Source: an optimization exercise on an open RTL-to-GDS flow (aim: small area, a short achievable clock period and few clock cycles per item). Production flows keep margins and buffers that such runs may drop.
At most, simulation tests tie the RTL to the original design; equivalence was not proved.

==> module speck_add, before the edit <==
module speck_add #(
    parameter W = 32
)(
    input  wire [W-1:0] a,
    input  wire [W-1:0] b,
    input  wire         ci,
    output wire [W-1:0] s
);
    reg [W-1:0] g, p;
    integer i, l, j;
    always @* begin
        g = a & b;
        p = a ^ b;
        g[0] = g[0] | (p[0] & ci);
        for (l = 0; (1 << l) < W; l = l + 1)
            for (i = W - 1; i >= 0; i = i - 1)
                if ((i >> l) & 1) begin
                    j = ((i >> l) << l) - 1;
                    g[i] = g[i] | (p[i] & g[j]);
                    p[i] = p[i] & p[j];
                end
    end
    assign s = a ^ b ^ {g[W-2:0], ci};
endmodule
clock: 7.0 ns
lec_check: 0
cap_margin: 20
core_margin: 2
core_utilization: 40
setup_slack_margin: 3.6
slew_margin: 20
run.sh (not shown) runs the stock make flow with config.mk's settings and CLKGATE_MAP_FILE= SYNTH_SCRIPT=/design/flow/synth_recipe.tcl, a recipe that flattens the netlist after the stock synthesis.
Testbench counts at the start, summed over its fixed seeds: cycles 22,464, blocks 784.
Next try:
--- a/flow/design.v
+++ b/flow/design.v
@@ -18,25 +18,11 @@
     input  wire [W-1:0] a,
     input  wire [W-1:0] b,
     input  wire         ci,
     output wire [W-1:0] s
 );
-    reg [W-1:0] g, p;
-    integer i, l, j;
-    always @* begin
-        g = a & b;
-        p = a ^ b;
-        g[0] = g[0] | (p[0] & ci);
-        for (l = 0; (1 << l) < W; l = l + 1)
-            for (i = W - 1; i >= 0; i = i - 1)
-                if ((i >> l) & 1) begin
-                    j = ((i >> l) << l) - 1;
-                    g[i] = g[i] | (p[i] & g[j]);
-                    p[i] = p[i] & p[j];
-                end
-    end
-    assign s = a ^ b ^ {g[W-2:0], ci};
+    assign s = a + b + ci;
 endmodule
 module speck_round_inverse #(
     parameter W = 32
 )(
     input  wire [W-1:0] x_in,
The changed run went through all stages and came out clean.
Area after synthesis came out higher by 7.1%.
Setup slack gains 0.15 ns.
Core utilization came out lower by 0.18 points.
Die area came out higher by 6.9%.
Via count came out higher by 14%.
The RTL of the second run of this note was laid out without a check of its function.

---

Setup of P:
The RTL this note starts from:
==> flow/design.v <==
module speck_add #(
    parameter W = 32
)(
    input  wire [W-1:0] a,
    input  wire [W-1:0] b,
    input  wire         ci,
    input  wire [W-1:0] m0,
    input  wire [W-1:0] m1,
    input  wire [W-1:0] m2,
    output wire [W-1:0] s0,      
    output wire [W-1:0] s1,      
    output wire [W-1:0] s2       
);
    reg [W-1:0] g, p;
    integer i, l, j;
    always @* begin
        g = a & b;
        p = a ^ b;
        g[0] = g[0] | (p[0] & ci);
        for (l = 0; (1 << l) < W; l = l + 1)
            for (i = W - 1; i >= 0; i = i - 1)
                if ((i >> l) & 1) begin
                    j = ((i >> l) << l) - 1;
                    g[i] = g[i] | (p[i] & g[j]);
                    p[i] = p[i] & p[j];
                end
    end
    wire [W-1:0] c = {g[W-2:0], ci};
    wire [W-1:0] h = a ^ b;
    assign s0 = (h ^ m0) ^ c;
    assign s1 = (h ^ m1) ^ c;
    assign s2 = (h ^ m2) ^ c;
endmodule
module speck64_core (
    input  wire          clk,
    input  wire          rst,           
    output wire          ready,
    input  wire          key_load,
    input  wire [127:0]  key_in,        
    input  wire          blk_start,
    input  wire          blk_dec,
    input  wire [63:0]   blk_in,        
    output reg           blk_done,
    output wire [63:0]   blk_out
);
    reg  [4:0]   ph;        
    reg  [4:0]   ph_b;      
    reg          last;      
    reg          nokey;     
    reg          run;       
    reg          expand;    
    reg          dec;       
    reg  [63:0]  dat;       
    reg  [63:0]  res;       
    reg  [127:0] ka;        
    reg  [127:0] kb;        
    function [31:0] rol;
        input [31:0] v;
        input integer n;
        rol = (v << n) | (v >> (32 - n));
    endfunction
    function [31:0] ror;
        input [31:0] v;
        input integer n;
        ror = (v >> n) | (v << (32 - n));
    endfunction
    wire [31:0] ex = dat[63:32];
    wire [31:0] ey = dat[31:0];
    wire [31:0] ek = ka[31:0];
    wire [31:0] xf, yf;
    speck_add u_dat_f (
        .a(ror(ex, 8)), .b(ey), .ci(1'b0),
        .m0(ek), .m1(ek ^ rol(ey, 3)), .m2(32'd0),
        .s0(xf), .s1(yf), .s2()
    );
    wire [31:0] da   = dat[63:32];
    wire [31:0] yi   = ror(dat[31:0], 3);
    wire [31:0] knx  = ror(kb[31:0], 3);           
    wire [31:0] di0, di1, di2;
    speck_add u_dat_i (
        .a(da), .b(~yi), .ci(1'b1),
        .m0(32'd0), .m1(ror(knx, 8)), .m2(ror(yi, 8)),
        .s0(di0), .s1(di1), .s2(di2)
    );
    wire [31:0] xi   = rol(di0, 8);
    wire [31:0] xi_a = rol(di1, 8);               
    wire [31:0] xi_t = rol(di2, 8);               
    wire [31:0] c_f = {27'd0, ph};
    wire [31:0] af_l, af_k;
    speck_add u_key_f (
        .a(ka[31:0]), .b(ror(ka[63:32], 8)), .ci(1'b0),
        .m0(c_f), .m1(c_f ^ rol(ka[31:0], 3)), .m2(32'd0),
        .s0(af_l), .s1(af_k), .s2()
    );
    wire [31:0] c_b = {27'd0, ph_b};
    wire [31:0] bi_d;
    speck_add u_key_i (
        .a(kb[127:96] ^ c_b), .b(~knx), .ci(1'b1),
        .m0(32'd0), .m1(32'd0), .m2(32'd0),
        .s0(bi_d), .s1(), .s2()
    );
    wire [127:0] kb_inv = {kb[95:64], kb[63:32], rol(bi_d, 8), knx ^ kb[95:64]};
    wire [127:0] kb_plain = {kb[127:32], kb[31:0] ^ kb[127:96]};
    wire [127:0] ka_enc   = {ka[127:32], ka[31:0] ^ ka[127:96]};
    assign ready   = last;
    assign blk_out = res;
    always @(posedge clk or posedge rst) begin
        if (rst) begin
            ph       <= 5'd26;
            ph_b     <= 5'd31;
            last     <= 1'b1;
            nokey    <= 1'b1;
            run      <= 1'b0;
            expand   <= 1'b0;
            blk_done <= 1'b0;
        end else begin
            blk_done <= run && last;
            if (last && nokey && !key_load) begin
                run    <= 1'b0;
                expand <= 1'b0;
            end else if (last) begin
                ph     <= 5'd0;
                ph_b   <= 5'd25;
                last   <= 1'b0;
                nokey  <= 1'b0;
                run    <= blk_start;
                expand <= key_load;
            end else begin
                ph     <= ph + 5'd1;
                ph_b   <= ph_b - 5'd1;
                last   <= (ph == 5'd25);
            end
        end
    end
    always @(posedge clk) begin
        res <= dec ? {xi, yi} : {xf, yf};
        if (last) begin
            dec <= blk_dec;
            if (blk_dec)
                dat <= {blk_in[63:32] ^ ka[31:0], blk_in[63:32] ^ blk_in[31:0]};
            else
                dat <= blk_in;
        end else begin
            dat <= dec ? {xi_a, xi_t} : {xf, yf};
        end
        if (last) begin
            ka <= key_load ? key_in : kb_plain;
            kb <= ka_enc;
        end else begin
            ka <= {af_l, ka[127:64], af_k};
            if (!expand)
                kb <= kb_inv;
            else if (ph == 5'd0)
                kb <= ka_enc;
        end
    end
endmodule
Settings: LEC_CHECK=0, CAP_MARGIN=20, CORE_MARGIN=2, CORE_UTILIZATION=40, SETUP_SLACK_MARGIN=3.6, SLEW_MARGIN=20; clock period 7.0 ns.
standard.sh (not shown) runs the stock make flow with config.mk's settings and CLKGATE_MAP_FILE= SYNTH_SCRIPT=/design/flow/synth_recipe.tcl, a recipe that flattens the netlist after the stock synthesis.
==> flow/flow/run.sh <==
#!/bin/bash
# The standard layout, with the port buffers made from the smallest buffer
# (buf_1) instead of the one buffer_ports picks by default.
set -euo pipefail
export BUFFER_PORTS_ARGS="-buffer_cell sky130_fd_sc_hd__buf_1"
bash standard.sh > standard_flow.log 2>&1
Input-level comparison between Q and P:
diff --git a/flow/design.v b/flow/design.v
--- a/flow/design.v
+++ b/flow/design.v
@@ -41,13 +41,12 @@
     input  wire          blk_dec,
     input  wire [63:0]   blk_in,        
     output reg           blk_done,
     output wire [63:0]   blk_out
 );
     reg  [4:0]   ph;        
-    reg  [4:0]   ph_b;      
     reg          last;      
     reg          nokey;     
     reg          run;       
     reg          expand;    
     reg          dec;       
     reg  [63:0]  dat;       
@@ -89,13 +88,13 @@
     wire [31:0] af_l, af_k;
     speck_add u_key_f (
         .a(ka[31:0]), .b(ror(ka[63:32], 8)), .ci(1'b0),
         .m0(c_f), .m1(c_f ^ rol(ka[31:0], 3)), .m2(32'd0),
         .s0(af_l), .s1(af_k), .s2()
     );
-    wire [31:0] c_b = {27'd0, ph_b};
+    wire [31:0] c_b = {27'd0, 5'd25 - ph};
     wire [31:0] bi_d;
     speck_add u_key_i (
         .a(kb[127:96] ^ c_b), .b(~knx), .ci(1'b1),
         .m0(32'd0), .m1(32'd0), .m2(32'd0),
         .s0(bi_d), .s1(), .s2()
     );
@@ -104,33 +103,30 @@
     wire [127:0] ka_enc   = {ka[127:32], ka[31:0] ^ ka[127:96]};
     assign ready   = last;
     assign blk_out = res;
     always @(posedge clk or posedge rst) begin
         if (rst) begin
             ph       <= 5'd26;
-            ph_b     <= 5'd31;
             last     <= 1'b1;
             nokey    <= 1'b1;
             run      <= 1'b0;
             expand   <= 1'b0;
             blk_done <= 1'b0;
         end else begin
             blk_done <= run && last;
             if (last && nokey && !key_load) begin
                 run    <= 1'b0;
                 expand <= 1'b0;
             end else if (last) begin
                 ph     <= 5'd0;
-                ph_b   <= 5'd25;
                 last   <= 1'b0;
                 nokey  <= 1'b0;
                 run    <= blk_start;
                 expand <= key_load;
             end else begin
                 ph     <= ph + 5'd1;
-                ph_b   <= ph_b - 5'd1;
                 last   <= (ph == 5'd25);
             end
         end
     end
     always @(posedge clk) begin
         res <= dec ? {xi, yi} : {xf, yf};
The final layout from P, which completed every stage, passed the timing, design-rule and antenna checks at the end of the flow.
Q: all stages complete, timing, DRC and antenna checks passed
Q: required time at the endpoint of the critical path lower than P
The setup slack after placement in Q was lower than what P gave.
Compared Q vs P, and number of placed instances, taps included is down in Q.
Function was not checked in any run of this note: the RTL went through the layout flow alone.

---

== red ==
speck64_core, a different RTL version from the one above (not shown whole).
Size in the first run: ~5,500 cells after synthesis, roughly 260 I/O pins, about 53,000 µm² of cells after synthesis.
==> module speck64_core, before the edit <==
module speck64_core #(
    parameter NE = 4
)(
    input  wire          clk,
    input  wire          rst,           
    output wire          ready,
    input  wire          key_load,
    input  wire [127:0]  key_in,        
    input  wire          blk_start,
    input  wire          blk_dec,
    input  wire [63:0]   blk_in,        
    output reg           blk_done,
    output wire [63:0]   blk_out
);
    reg  [4:0]    ph;        
    reg  [4:0]    ph_b;      
    reg  [NE-1:0] sl;        
    reg           nokey;     
    reg  [NE-1:0] run;       
    reg  [NE-1:0] dec;       
    reg           expand;    
    reg           pend;      
    reg  [127:0]  ka, kb, kbuf;
    wire last = sl[0];
    wire [NE-1:0] take;
    assign take[0] = last && !pend;
    genvar j;
    generate
        for (j = 1; j < NE; j = j + 1) begin : g_take
            assign take[j] = sl[j] && run[j-1];
        end
    endgenerate
    wire [NE-1:0] sl_next = {sl[NE-1:1], last};    
    wire late_key = key_load && |take[NE-1:1];
    wire stay     = last && nokey && !key_load;     
    assign ready = |take;
    reg  [31:0]   kn;        
    wire [31:0] af_l, af_k;
    speck_round         u_key_f (.x_in(ka[63:32]), .y_in(ka[31:0]), .k_in({27'd0, ph}),
                                 .x_out(af_l), .y_out(af_k));
    wire [31:0] bd;
    speck_add u_key_i (.a(kb[127:96] ^ {27'd0, ph_b}), .b(~kn), .ci(1'b1), .s(bd));
    wire [127:0] kb_inv = {kb[95:64], kb[63:32], bd[23:0], bd[31:24], kn};
    wire [31:0]  kn_inv = {kn[2:0] ^ kb[66:64], kn[31:3] ^ kb[95:67]};     
    wire [31:0]  ka_kn  = ka[31:0] ^ ka[127:96];
    wire [31:0]  kn_ka  = {ka_kn[2:0], ka_kn[31:3]};                      
    wire [32*NE-1:0] kdf, kdi;
    assign kdf[31:0] = ka[31:0];
    assign kdi[31:0] = kb[31:0];
    wire [63:0] res_sel [0:NE];
    assign res_sel[0] = 64'd0;
    reg  [63:0] res;         
    generate
        for (j = 0; j < NE; j = j + 1) begin : g_eng
            reg  [63:0] dat;     
            wire [31:0] xf, yf, xi, yi;
            if (j > 0) begin : g_kd
                reg [31:0] kf, ki;
                always @(posedge clk) begin
                    kf <= kdf[32*(j-1) +: 32];
                    ki <= kdi[32*(j-1) +: 32];
                end
                assign kdf[32*j +: 32] = kf;
                assign kdi[32*j +: 32] = ki;
            end
            speck_round         u_f (.x_in(dat[63:32]), .y_in(dat[31:0]), .k_in(kdf[32*j +: 32]),
                                     .x_out(xf), .y_out(yf));
            speck_round_inverse u_i (.x_in(dat[63:32]), .y_in(dat[31:0]), .k_in(kdi[32*j +: 32]),
                                     .x_out(xi), .y_out(yi));
            always @(posedge clk) begin
                if (sl[j])
                    dat <= blk_in;
                else
                    dat <= dec[j] ? {xi, yi} : {xf, yf};
            end
            assign res_sel[j+1] = res_sel[j] | (sl[j] ? (dec[j] ? {xi, yi} : {xf, yf}) : 64'd0);
        end
    endgenerate
    always @(posedge clk)
        res <= res_sel[NE];
    assign blk_out = res;
    always @(posedge clk or posedge rst) begin
        if (rst) begin
            sl       <= {{(NE-1){1'b0}}, 1'b1};
            nokey    <= 1'b1;
            run      <= {NE{1'b0}};
            dec      <= {NE{1'b0}};
            expand   <= 1'b0;
            pend     <= 1'b0;
            blk_done <= 1'b0;
        end else begin
            blk_done <= |(run & sl);
            if (stay) begin
                run[0] <= 1'b0;
            end else begin
                sl[0] <= (ph == 5'd25);
                sl[NE-1:1] <= sl_next[NE-2:0];
                run <= (run & ~sl) | (take & sl & {NE{blk_start}});
                dec <= (dec & ~sl) | (sl & {NE{blk_dec}});
                if (last) begin
                    nokey  <= 1'b0;
                    expand <= pend || key_load;
                    pend   <= 1'b0;
                end
                if (late_key)
                    pend <= 1'b1;
            end
        end
    end
    always @(posedge clk) begin
        if (last) begin
            ph   <= 5'd0;
            ph_b <= 5'd25;
        end else begin
            ph   <= ph + 5'd1;
            ph_b <= ph_b - 5'd1;
        end
    end
    always @(posedge clk) begin
        if (late_key)
            kbuf <= key_in;
        if (last) begin
            if (pend)
                ka <= kbuf;
            else if (key_load)
                ka <= key_in;
            else
                ka <= kb;
            kb <= ka;
            kn <= kn_ka;
        end else begin
            ka <= {af_l, ka[127:64], af_k};
            if (!expand) begin
                kb <= kb_inv;
                kn <= kn_inv;
            end else if (sl[1]) begin
                kb <= ka;
                kn <= kn_ka;
            end
        end
    end
endmodule
==> flow/config.mk <==
export PLATFORM = sky130hd
export DESIGN_NAME = speck64_core
export DESIGN_NICKNAME = speck64_core
export VERILOG_FILES = /design/flow/design.v
export SDC_FILE = /design/flow/constraint.sdc
export NUM_CORES = 4
export LEC_CHECK = 0
export CAP_MARGIN = 20
export CORE_MARGIN = 2
export CORE_UTILIZATION = 40
export SETUP_SLACK_MARGIN = 3.6
export SLEW_MARGIN = 20
==> flow/constraint.sdc <==
create_clock -name core_clock -period 7.0 [get_ports {clk}]
set_input_delay 1.4000 -clock core_clock [delete_from_list [all_inputs] [get_ports {clk}]]
set_output_delay 1.4000 -clock core_clock [all_outputs]
set_load 0.01 [all_outputs]
Scripts as last shown in full above: flow/flow/run.sh
Here is what was changed in the inputs of purple compared with red.
-- flow/design.v --
<<< red, line 54
endmodule
module speck64_core #(
    parameter NE = 4
)(
    input  wire          clk,
>>> purple, line 54
endmodule
module speck64_core #(
    parameter NE = 6
)(
    input  wire          clk,
==> notes.md <==
Changes observed in purple relative to red: sequential cell count now sits higher, final wirelength picked up an extra 64%, non-clock buffering overhead in the final layout moved up.
No stage failed in purple, and the final checks on the layout all came back clean.
Function was not checked in any run of this note: the RTL went through the layout flow alone.

## what the ideal ports hide
The flow's constraints put no driver on any port. The routed layouts listed below were extracted and timed again, unchanged, in two steps.
Step 1: set_driving_cell puts a clkbuf_16 on clk and a buf_2 on each other input, an assumption about the parent block.
Step 2 also shifts input and output timing later by t, the mid clock arrival at the registers, as if the neighbouring blocks saw the same clock.
Slacks: no drivers / after step 1 / after step 2; pairs: no drivers / after step 1.
| run | t (ns) | setup WS [ns] | clock arrival spread, ns |
|---|---|---|---|
| the first run of note 1 | 0.645 | 3.493 / 3.493 / 3.467 | 0.014 / 0.014 |
| the second run of note 1 | 0.648 | 3.644 / 3.584 / 3.648 | 0.029 / 0.028 |
| P | 0.659 | 3.563 / 3.563 / 3.563 | 0.029 / 0.028 |
| Q | 0.653 | 3.607 / 3.607 / 3.535 | 0.022 / 0.022 |
| red | 0.824 | 2.969 / 2.969 / 2.969 | 0.035 / 0.034 |
| purple | 0.923 | 2.644 / 2.644 / 2.644 | 0.037 / 0.038 |
After both steps setup and hold are still met in every run listed. For Q, which loses most, drivers alone change the setup slack by 0.000 ns; drivers and shift together by -0.072 ns.
